What follows belongs to an exercise in optimizing a design on an open flow for small area, a short achievable clock period and few clock cycles per item; a production flow would make more cautious choices. The RTL was checked by simulation tests, not by an equivalence proof against the original design.

==> flow/design.v (excerpt) <==
module SHA256_controller (
	input CLOCK_50,
	input calculate,
	input [95:0] data,
	input [255:0] midstate,
	input [255:0] target,
	output [31:0] good_nonce,
	output reg done
);
Size: about 6200 cells after synthesis, ~920 flip-flops, ~640 I/O pins, ~55000 um^2 of cells after synthesis.
==> flow/config.mk <==
export PLATFORM = sky130hd
export DESIGN_NAME = SHA256_controller
export DESIGN_NICKNAME = SHA256_controller
export VERILOG_FILES = /design/flow/design.v
export SDC_FILE = /design/flow/constraint.sdc
export NUM_CORES = 4
export LEC_CHECK = 0
export CAP_MARGIN = 20
export CORE_MARGIN = 2
export CORE_UTILIZATION = 40
export PLACE_DENSITY = 0.75
export SETUP_SLACK_MARGIN = 5.0
export SLEW_MARGIN = 20
export TNS_END_PERCENT = 5
==> flow/constraint.sdc <==
create_clock -name core_clock -period 10.0 [get_ports {CLOCK_50}]
set_input_delay 2.0000 -clock core_clock [delete_from_list [all_inputs] [get_ports {CLOCK_50}]]
set_output_delay 2.0000 -clock core_clock [all_outputs]
set_load 0.01 [all_outputs]
standard.sh (not shown) runs the stock make flow with config.mk's settings and CLKGATE_MAP_FILE= SYNTH_SCRIPT=/design/flow/synth_recipe.tcl, a recipe that flattens the netlist after the stock synthesis.
==> flow/flow/run.sh <==
#!/bin/bash
# The standard layout (the standard.sh: standard synthesis, floorplan, place,
# CTS, route, finish), with the port buffers made from buf_1 cells instead of
# the default choice, and timing repair aiming at 6.2 ns of setup slack.  make's full output goes to make.log in this folder;
# ORFS keeps each step's own log under orfs/logs.
set -euo pipefail
bash standard.sh BUFFER_PORTS_ARGS="-buffer_cell sky130_fd_sc_hd__buf_1" SETUP_SLACK_MARGIN=6.2 finish > make.log 2>&1
The starting point finished clean.
Testbench counts at the start, summed over its fixed seeds: cycles 1,043,776, nonces 8,126.
Next try:
==> flow/flow/run.sh (replaced) <==
#!/bin/bash
# The standard layout (the standard.sh: standard synthesis, floorplan, place,
# CTS, route, finish), with the port buffers made from buf_1 cells instead of
# the default choice.  make's full output goes to make.log in this folder;
# ORFS keeps each step's own log under orfs/logs.
set -euo pipefail
bash standard.sh BUFFER_PORTS_ARGS="-buffer_cell sky130_fd_sc_hd__buf_1" finish > make.log 2>&1
Settings changed: PLACE_DENSITY 0.75 to not set, TNS_END_PERCENT 5 to not set.
After rerunning: Sequential share of layout area increases by 0.82 points. Die area does not change. Worst hold slack is about the same. Count of clock-buffer cells in the layout increases by 8. Routed wire length decreases by 2.8%. Cell count decreases by 1.5%.
Next try:
==> flow/flow/run.sh (replaced) <==
#!/bin/bash
# The standard layout (the standard.sh: standard synthesis, floorplan, place,
# CTS, route, finish), with the port buffers made from buf_1 cells instead of
# the default choice, and timing repair aiming at 6.2 ns of setup slack.  make's full output goes to make.log in this folder;
# ORFS keeps each step's own log under orfs/logs.
set -euo pipefail
bash standard.sh BUFFER_PORTS_ARGS="-buffer_cell sky130_fd_sc_hd__buf_1" SETUP_SLACK_MARGIN=6.2 finish > make.log 2>&1
Settings changed: CTS_BUF_LIST set to sky130_fd_sc_hd__clkbuf_8, CTS_CLUSTER_SIZE set to 40, TNS_END_PERCENT set to 5.
Result: Register-to-register slack improved by 0.46 ns; global-route usage climbs by 1.3 points; non-clock buffer count rose by 107; cell area climbs by 4.1%; critical path depth shrinks by 1; first-iteration DRC count rises by 0.55%; wire length came out higher by 3.7%.
Next try:
==> flow/flow/run.sh (replaced) <==
#!/bin/bash
# The standard layout (the standard.sh: standard synthesis, floorplan, place,
# CTS, route, finish), with the port buffers made from buf_1 cells instead of
# the default choice, and timing repair aiming at 6.8 ns of setup slack.  make's full output goes to make.log in this folder;
# ORFS keeps each step's own log under orfs/logs.
set -euo pipefail
bash standard.sh BUFFER_PORTS_ARGS="-buffer_cell sky130_fd_sc_hd__buf_1" SETUP_SLACK_MARGIN=6.8 finish > make.log 2>&1
Settings changed: ABC_AREA set to 1, CTS_BUF_LIST sky130_fd_sc_hd__clkbuf_8 to not set, CTS_CLUSTER_SIZE 40 to not set.
After rerunning:
- routed wire length grows by 22%
- area after synthesis rises by 2.9%
- maximum frequency rose by 9.9%
- cell count grows by 18%
- flip-flop and latch count stays the same

* * *

Another version of the RTL of SHA256_controller (not shown whole).
Size: roughly 7400 cells after synthesis, about 920 flip-flops, ~640 I/O pins.
clock: 10.0 ns
lec_check: 0
abc_area: 1
cap_margin: 20
core_margin: 2
core_utilization: 40
setup_slack_margin: 5.0
slew_margin: 20
tns_end_percent: 5
==> flow/flow/run.sh <==
#!/bin/bash
# The standard layout (the standard.sh: standard synthesis, floorplan, place,
# CTS, route, finish), with the port buffers made from buf_1 cells instead of
# the default choice, and timing repair aiming at 6.8 ns of setup slack.  make's full output goes to make.log in this folder;
# ORFS keeps each step's own log under orfs/logs.
set -euo pipefail
bash standard.sh BUFFER_PORTS_ARGS="-buffer_cell sky130_fd_sc_hd__buf_1" SETUP_SLACK_MARGIN=6.8 finish > make.log 2>&1
The starting point produced a clean layout.
Testbench counts at the start, summed over its fixed seeds: cycles 1,043,776, nonces 8,126.
Then changed:
==> flow/flow/run.sh (replaced) <==
#!/bin/bash
# The standard layout (the standard.sh: standard synthesis, floorplan, place,
# CTS, route, finish), with the port buffers made from buf_1 cells instead of
# the default choice, and timing repair aiming at 6.5 ns of setup slack.  make's full output goes to make.log in this folder;
# ORFS keeps each step's own log under orfs/logs.
set -euo pipefail
bash standard.sh BUFFER_PORTS_ARGS="-buffer_cell sky130_fd_sc_hd__buf_1" SETUP_SLACK_MARGIN=6.5 finish > make.log 2>&1
After rerunning:
- worst setup slack is better by 0.12 ns
- synthesized cell count stays the same
- routed wire length increases by 1.6%
- critical path depth decreases by 5
- non-clock buffer count decreases by 33
- utilization decreases by 0.22 points
- fmax increases by 3.2%
- area after synthesis does not change

* * *

Setup of run A:
SHA256_controller with an RTL version that a note above also has.
Size in the first run: about 6200 cells after synthesis, about 920 flip-flops, about 640 I/O pins.
Settings: LEC_CHECK=0, CAP_MARGIN=20, CORE_MARGIN=2, CORE_UTILIZATION=40, SETUP_SLACK_MARGIN=5.0, SLEW_MARGIN=20; clock period 10.0 ns.
==> flow/flow/run.sh <==
#!/bin/bash
# The standard layout (the standard.sh: standard synthesis, floorplan, place,
# CTS, route, finish), with the port buffers made from buf_1 cells instead of
# the default choice, and timing repair aiming at 5.7 ns of setup slack.  make's full output goes to make.log in this folder;
# ORFS keeps each step's own log under orfs/logs.
set -euo pipefail
bash standard.sh BUFFER_PORTS_ARGS="-buffer_cell sky130_fd_sc_hd__buf_1" SETUP_SLACK_MARGIN=5.7 finish > make.log 2>&1
Testbench counts of run A, summed over its fixed seeds: cycles 1,043,776, nonces 8,126.
Inputs modified between run A and run B:
- setting TNS_END_PERCENT to 5 for the first time
==> flow/flow/run.sh <==
#!/bin/bash
# The standard layout (the standard.sh: standard synthesis, floorplan, place,
# CTS, route, finish), with the port buffers made from buf_1 cells instead of
# the default choice, and timing repair aiming at 6.8 ns of setup slack.  make's full output goes to make.log in this folder;
# ORFS keeps each step's own log under orfs/logs.
set -euo pipefail
bash standard.sh BUFFER_PORTS_ARGS="-buffer_cell sky130_fd_sc_hd__buf_1" SETUP_SLACK_MARGIN=6.8 finish > make.log 2>&1
==> summary.txt <==
Layout overhead on the synthesized area: run A and run B compared, lower one is run A. Run B vs. run A: number of detailed-routing iterations run before antenna repair went down by 1; global-route usage rose 0.65 points; via-per-instance ratio now larger.
Here is what was changed in the inputs of run C compared with run B.
- CTS_CLUSTER_SIZE now 40, previously not set
- TNS_END_PERCENT no longer set, was 5
- CTS_BUF_LIST now sky130_fd_sc_hd__clkbuf_8, previously not set
==> flow/flow/run.sh <==
#!/bin/bash
# The standard layout (the standard.sh: standard synthesis, floorplan, place,
# CTS, route, finish), with the port buffers made from buf_1 cells instead of
# the default choice.  make's full output goes to make.log in this folder;
# ORFS keeps each step's own log under orfs/logs.
set -euo pipefail
bash standard.sh BUFFER_PORTS_ARGS="-buffer_cell sky130_fd_sc_hd__buf_1" finish > make.log 2>&1
--- outcome ---
- Re final critical delay including setup and external delays: run B and run C aren't equal, and the lower value belongs to run B.
- For run B, the cell at the slowest stage of the critical path was sky130_fd_sc_hd__fa_1, unlike run C, where it was sky130_fd_sc_hd__a21oi_1.
- In the flow results for run B and run C, the number of ordinary and repair buffers in the finished layout is smaller on run C.
- Measured against each other, run B and run C differ in final instance area, the lower figure coming from run C.
- Register share of the cell area was lower in run B than in run C.
- The share of post-route cells with drive strength above 1 in run C sits 6.9 points below the value recorded for run B.

-- port drivers added, routing unchanged --
No port has a modelled driver above. Below, the same layouts with a new extraction and two added sets of constraints. Step 1: set_driving_cell puts a clkbuf_16 on CLOCK_50 and a buf_2 on each other input, an assumption about the parent block. Step 2 times the ports against the registers' clock, not the clock port: input delays grow and output delays shrink by t, the midpoint of the rising clock arrivals with the driver on. Three values: no drivers, after step 1, after step 2; two values: the first two.
run | t (ns) | slack for setup (ns) | worst setup path after step 2 | worst data-port slew with drivers (ns) | cell pins on the clock port's net
the first run of note 1 | 0.792 | 5.576 / 5.576 / 4.938 | input to register | 0.19 | 1
the second run of note 1 | 0.815 | 5.153 / 5.153 / 5.086 | input to register | 0.14 | 1
the third run of note 1 | 1.016 | 5.609 / 5.609 / 5.004 | input to register | 0.11 | 1
the fourth run of note 1 | 0.841 | 6.005 / 6.005 / 5.582 | input to register | 0.08 | 1
the first run of note 2 | 0.825 | 6.011 / 6.011 / 5.460 | input to register | 0.31 | 1
the second run of note 2 | 0.828 | 6.134 / 6.134 / 5.599 | input to register | 0.24 | 1
run A | 0.814 | 5.502 / 5.502 / 5.220 | input to register | 0.15 | 1
run B | 0.808 | 5.506 / 5.506 / 5.095 | input to register | 0.24 | 1
run C | 0.995 | 5.117 / 5.117 / 5.074 | input to register | 0.15 | 1
After both steps every run listed still meets setup and hold. For the first run of note 1, which loses most, drivers alone change the setup slack by 0.000 ns; drivers and shift together by -0.638 ns.
